This is an optimization exercise on Yosys and OpenROAD, whose aim is small area, not a production implementation. RTL that was checked went through simulation tests only; none was proved equivalent to the original.

==> job 3018: inputs <==
==> flow/design.v <==
module myModule (clk, reset,
		red_input, green_input, blue_input,
		x_pos, y_pos,
		f_val, d_val,
		data_out1, data_out2, hist_out, cumhist_out,
		grey_check, grey_delayed,
		yLine25, yLine50, yLine75);
	input clk, f_val, d_val, reset;
	input [11:0] red_input, green_input, blue_input;
	input [15:0] x_pos;
	input [15:0] y_pos;
	output [15:0] data_out1, data_out2;
	output [19:0] hist_out, cumhist_out;
	output reg [11:0] grey_check;
	output reg [11:0] grey_delayed;
	output reg [7:0] yLine25, yLine50, yLine75;
	reg [11:0] grey;
	always @(posedge clk) begin
		grey <= (red_input + green_input + blue_input) / 3;
		grey_check <= grey;
		grey_delayed <= grey_check;
	end
	assign data_out1 = {1'b0, grey[11:7], grey[11:2]};
	assign data_out2 = {1'b0, grey[6:2], grey[11:2]};
	reg in_frame;      
	reg pix_val;       
	reg sweeping;      
	reg publishing;    
	reg [7:0] k;       
	wire frame_end = reset & in_frame & ~f_val;
	reg [19:0] build [0:255];
	wire [7:0] baddr = sweeping ? k : grey[11:4];
	wire [19:0] bcount = build[baddr];
	always @(posedge clk) begin
		if (pix_val | sweeping)
			build[baddr] <= sweeping ? 20'd0 : bcount + 20'd1;
	end
	reg [20*256-1:0] ring;
	wire [19:0] stage0 = ring[19:0];
	wire [19:0] prevc = (k == 8'd0) ? 20'd0 : stage0;
	wire [19:0] cnext = prevc + bcount;
	always @(posedge clk)
		ring <= {ring[20*255-1:0], (sweeping & publishing) ? cnext : ring[20*256-1 -: 20]};
	always @(posedge clk) begin
		if (!reset) begin
			in_frame <= 1'b0;
			pix_val <= 1'b0;
			sweeping <= 1'b1;
			publishing <= 1'b0;
			k <= 8'd0;
			yLine25 <= 8'd0;
			yLine50 <= 8'd0;
			yLine75 <= 8'd0;
		end else begin
			in_frame <= f_val;
			pix_val <= in_frame & f_val & d_val;
			if (frame_end) begin
				sweeping <= 1'b1;
				publishing <= 1'b1;
				k <= 8'd0;
			end else begin
				k <= k + 8'd1;
				if (k == 8'd255) begin
					sweeping <= 1'b0;
					publishing <= 1'b0;
				end
			end
			if (sweeping & publishing) begin
				if (prevc <= 20'd96000 && cnext > 20'd96000) yLine25 <= k;
				if (prevc <= 20'd192000 && cnext > 20'd192000) yLine50 <= k;
				if (prevc <= 20'd288000 && cnext > 20'd288000) yLine75 <= k;
			end
		end
	end
	reg [7:0] pos;      
	reg a_zero;
	always @(posedge clk) begin
		pos <= k - y_pos[7:0];
		a_zero <= (y_pos[7:0] == 8'd0);
	end
	wire [6:0] oidx = pos[7:1];
	wire [6:0] eidx = pos[7:1] + {6'd0, pos[0]};
	wire [19:0] ev = ring[{eidx, 1'b0}*20 +: 20];
	wire [19:0] od = ring[{oidx, 1'b1}*20 +: 20];
	wire [19:0] c_a  = pos[0] ? od : ev;
	wire [19:0] c_am = a_zero ? 20'd0 : (pos[0] ? ev : od);
	assign cumhist_out = c_a;
	assign hist_out = c_a - c_am;
endmodule
==> flow/run.sh <==
#!/bin/bash
# synth_recipe.tcl (not shown) runs the flow's synth.tcl, then flattens the netlist and writes it again
# the make line also repeats each setting of config.mk as NAME=value (left out here)
make -C /OpenROAD-flow-scripts/flow DESIGN_CONFIG=/design/flow/config.mk WORK_HOME=/design/flow/orfs CLKGATE_MAP_FILE= SYNTH_SCRIPT=/design/flow/synth_recipe.tcl finish
==> flow/config.mk <==
export PLATFORM = sky130hd
export DESIGN_NAME = myModule
export DESIGN_NICKNAME = myModule
export VERILOG_FILES = /design/flow/design.v
export SDC_FILE = /design/flow/constraint.sdc
export NUM_CORES = 8
export LEC_CHECK = 0
export CAP_MARGIN = 20
export CORE_MARGIN = 2
export CORE_UTILIZATION = 55
export PLACE_DENSITY = 0.65
export SLEW_MARGIN = 20
export SYNTH_MEMORY_MAX_BITS = 16384
==> flow/constraint.sdc <==
create_clock -name core_clock -period 10.0 [get_ports {clk}]
set_input_delay 2.0000 -clock core_clock [delete_from_list [all_inputs] [get_ports {clk}]]
set_output_delay 2.0000 -clock core_clock [all_outputs]
set_load 0.01 [all_outputs]
==> inputs of job 5718, as changes to job 3018 <==
==> flow/design.v, changed modules only <==
module myModule (clk, reset,
							red_input, green_input, blue_input, 
							x_pos, y_pos, 
							f_val, d_val,
							data_out1, data_out2, hist_out, cumhist_out,
							grey_check, grey_delayed, 
							yLine25, yLine50, yLine75);
	input clk, f_val, d_val, reset;
	input	[11:0] red_input, green_input, blue_input;
	input [15:0] x_pos;
	input [15:0] y_pos;
	output [15:0] data_out1, data_out2;
	output [19:0] hist_out, cumhist_out; 
	output reg [11:0] grey_check;
	output reg [11:0] grey_delayed;
	output reg [7:0] yLine25, yLine50, yLine75;
	reg [11:0] grey, dgrey;
	always @(posedge clk) begin
		grey <= (red_input + green_input + blue_input)/3;
		grey_check <= grey;
		dgrey <= grey;
		grey_delayed <= dgrey;
	end
	assign data_out1 = {grey[11:7],grey[11:2]};
	assign data_out2 = {grey[6:2],grey[11:2]}; 
	reg [2:0] state;
	wire [19:0] count_read1;
	reg [19:0] count_write1, count_write2, count_write3, count_write_reg;
	reg [10:0] iter;
	reg [7:0] write_add1, write_add2, read_add1, write_add_reg;
	reg [7:0] last_add1;
	reg hist1_write, hist2_write;
	reg grey_val, read_val, last_write;
	wire [7:0] calc_raddr = (state == 2) ? iter[7:0] : grey[11:4];
	wire [19:0] count_base = (hist1_write && write_add1 == read_add1) ? count_write1 :
	                         (last_write && last_add1 == read_add1) ? count_write_reg :
	                         count_read1;
	wire [19:0] cum_next = count_write3 + count_read1;
	ram_hist1 calc(.data(count_write1), .read_addr(calc_raddr), .write_addr(write_add1), .we(hist1_write), .clk(clk), .q(count_read1));
	ram_hist1 disp(.data(count_write2), .read_addr(y_pos[7:0]), .write_addr(write_add2), .we(hist2_write), .clk(clk), .q(hist_out));
	ram_hist1 cumu(.data(count_write3), .read_addr(y_pos[7:0]), .write_addr(write_add2), .we(hist2_write), .clk(clk), .q(cumhist_out));
	always@(posedge clk)
	begin
		if(!reset)begin
			hist1_write <= 0;
			hist2_write <= 0;
			count_write1 <= 0;
			count_write2 <= 0;
			count_write3 <= 0;
			write_add1 <= 0;
			write_add2 <= 0;
			read_add1 <= 0;
			iter <= 0;
			count_write_reg <= 0;
			write_add_reg <= 0;
			last_add1 <= 0;
			grey_val <= 0;
			read_val <= 0;
			last_write <= 0;
			yLine25 <= 0;
			yLine50 <= 0;
			yLine75 <= 0;
			state <= 0;
		end
		else begin
			grey_val <= (state == 1) && f_val && d_val;
			read_val <= grey_val;
			read_add1 <= calc_raddr;
			last_write <= hist1_write;
			last_add1 <= write_add1;
			count_write_reg <= count_write1;
			case(state)
				0: begin
						hist1_write <= 1;
						hist2_write <= 0;
						write_add1 <= iter[7:0];
						count_write1 <= 0;
						if(iter == 256) iter <= 0;
						else iter <= iter+1;
						if(f_val) begin
							state <= 1;
							iter <= 0;
						end
						else state <= 0;
					end
				1: begin
						hist1_write <= read_val;
						write_add1 <= read_add1;
						count_write1 <= count_base + 1;
						if(!f_val) state <= 2;
					end
				2: begin
						hist1_write <= read_val;
						write_add1 <= read_add1;
						count_write1 <= count_base + 1;
						if(iter < 256)
						begin
							hist2_write <= 1;
							write_add2 <= iter[7:0];
							count_write2 <= 0;
							count_write3 <= 0;
						end
						else if (iter == 256) begin
							hist2_write <= 0;
						end
						else if (iter <= 512) begin
							hist2_write <= 1;
							write_add2 <= read_add1;
							count_write2 <= count_read1;
							count_write3 <= cum_next;
							if (count_write3 <= 288000 && cum_next > 288000) yLine75 <= read_add1;
							if (count_write3 <= 192000 && cum_next > 192000) yLine50 <= read_add1;
							if (count_write3 <= 96000 && cum_next > 96000) yLine25 <= read_add1;
						end
						if(iter == 513) begin
							state <= 0;
							iter <= 0;
							hist2_write <= 0;
						end
						else iter <= iter+1;
					end
				default: state <= 0;
			endcase
		end
	end
endmodule
module ram_hist1
#(parameter DATA_WIDTH=20, parameter ADDR_WIDTH=8)
(
	input [(DATA_WIDTH-1):0] data,
	input [(ADDR_WIDTH-1):0] read_addr, write_addr,
	input we, clk,
	output reg [(DATA_WIDTH-1):0] q
);
	reg [DATA_WIDTH-1:0] ram[2**ADDR_WIDTH-1:0];
	always @ (posedge clk)
	begin
		if (we)
			ram[write_addr] <= data;
		q <= ram[read_addr];
	end
endmodule
==> results.cfg <==
[logic_synthesis]
synthTopCellsByArea = edfxtp_1 (77%), mux4_2 (18%), dfxtp_1 (0.84%)

[finish]
clk_share_pct = 7.46
final_common_cell = edfxtp_1

[setup_path]
path_max_fanout = 13
cp-end-kind = register

[outcome]
outcome = complete, no violations

[detailed_routing]
num_vias = 284000

[clock_tree]
clock_latency_ns = 1.30
clock_sinks = 15600

[global_route]
grt_pass1_vias = 283000
the above is filed under job 5718

==> results.cfg <==
[clock_tree]
clock_sinks = 10300
clock_latency_ns = 1.20

[finish]
final_common_cell = dfxtp_1

[outcome]
outcome = complete, no violations

[global_route]
grt_pass1_vias = 181000
the above is filed under job 3018

No functional check of the RTL was part of job 5718.

-- separate check: timing with driven ports --
The results above use ideal ports. As a check the final layouts listed here were re-extracted and re-timed, cells and wires unchanged. Step 1 (the two cells are an assumption about what drives the block):
set clk [get_ports {clk}]
set_driving_cell -lib_cell sky130_fd_sc_hd__clkbuf_16 $clk
set_driving_cell -lib_cell sky130_fd_sc_hd__buf_2 [delete_from_list [all_inputs] $clk]
Step 2 also shifts input and output timing later by t, the mid clock arrival at the registers, as if the neighbouring blocks saw the same clock. Slacks: ideal ports / drivers / drivers and shift; pairs: ideal ports / drivers.
| run | t (ns) | setup WS [ns] | worst setup path after step 2 | latest minus earliest clock arrival (ns) |
|---|---|---|---|---|
| job 3018 | 1.285 | 0.300 / 0.164 / 0.429 | register to register | 0.108 / 0.107 |
| job 5718 | 1.432 | 1.559 / 1.691 / 0.260 | input to register | 0.114 / 0.115 |
After both steps setup and hold are still met in every run listed. The setup slack of job 5718, which loses most, moves by +0.132 ns with the drivers and by -1.299 ns with both steps.
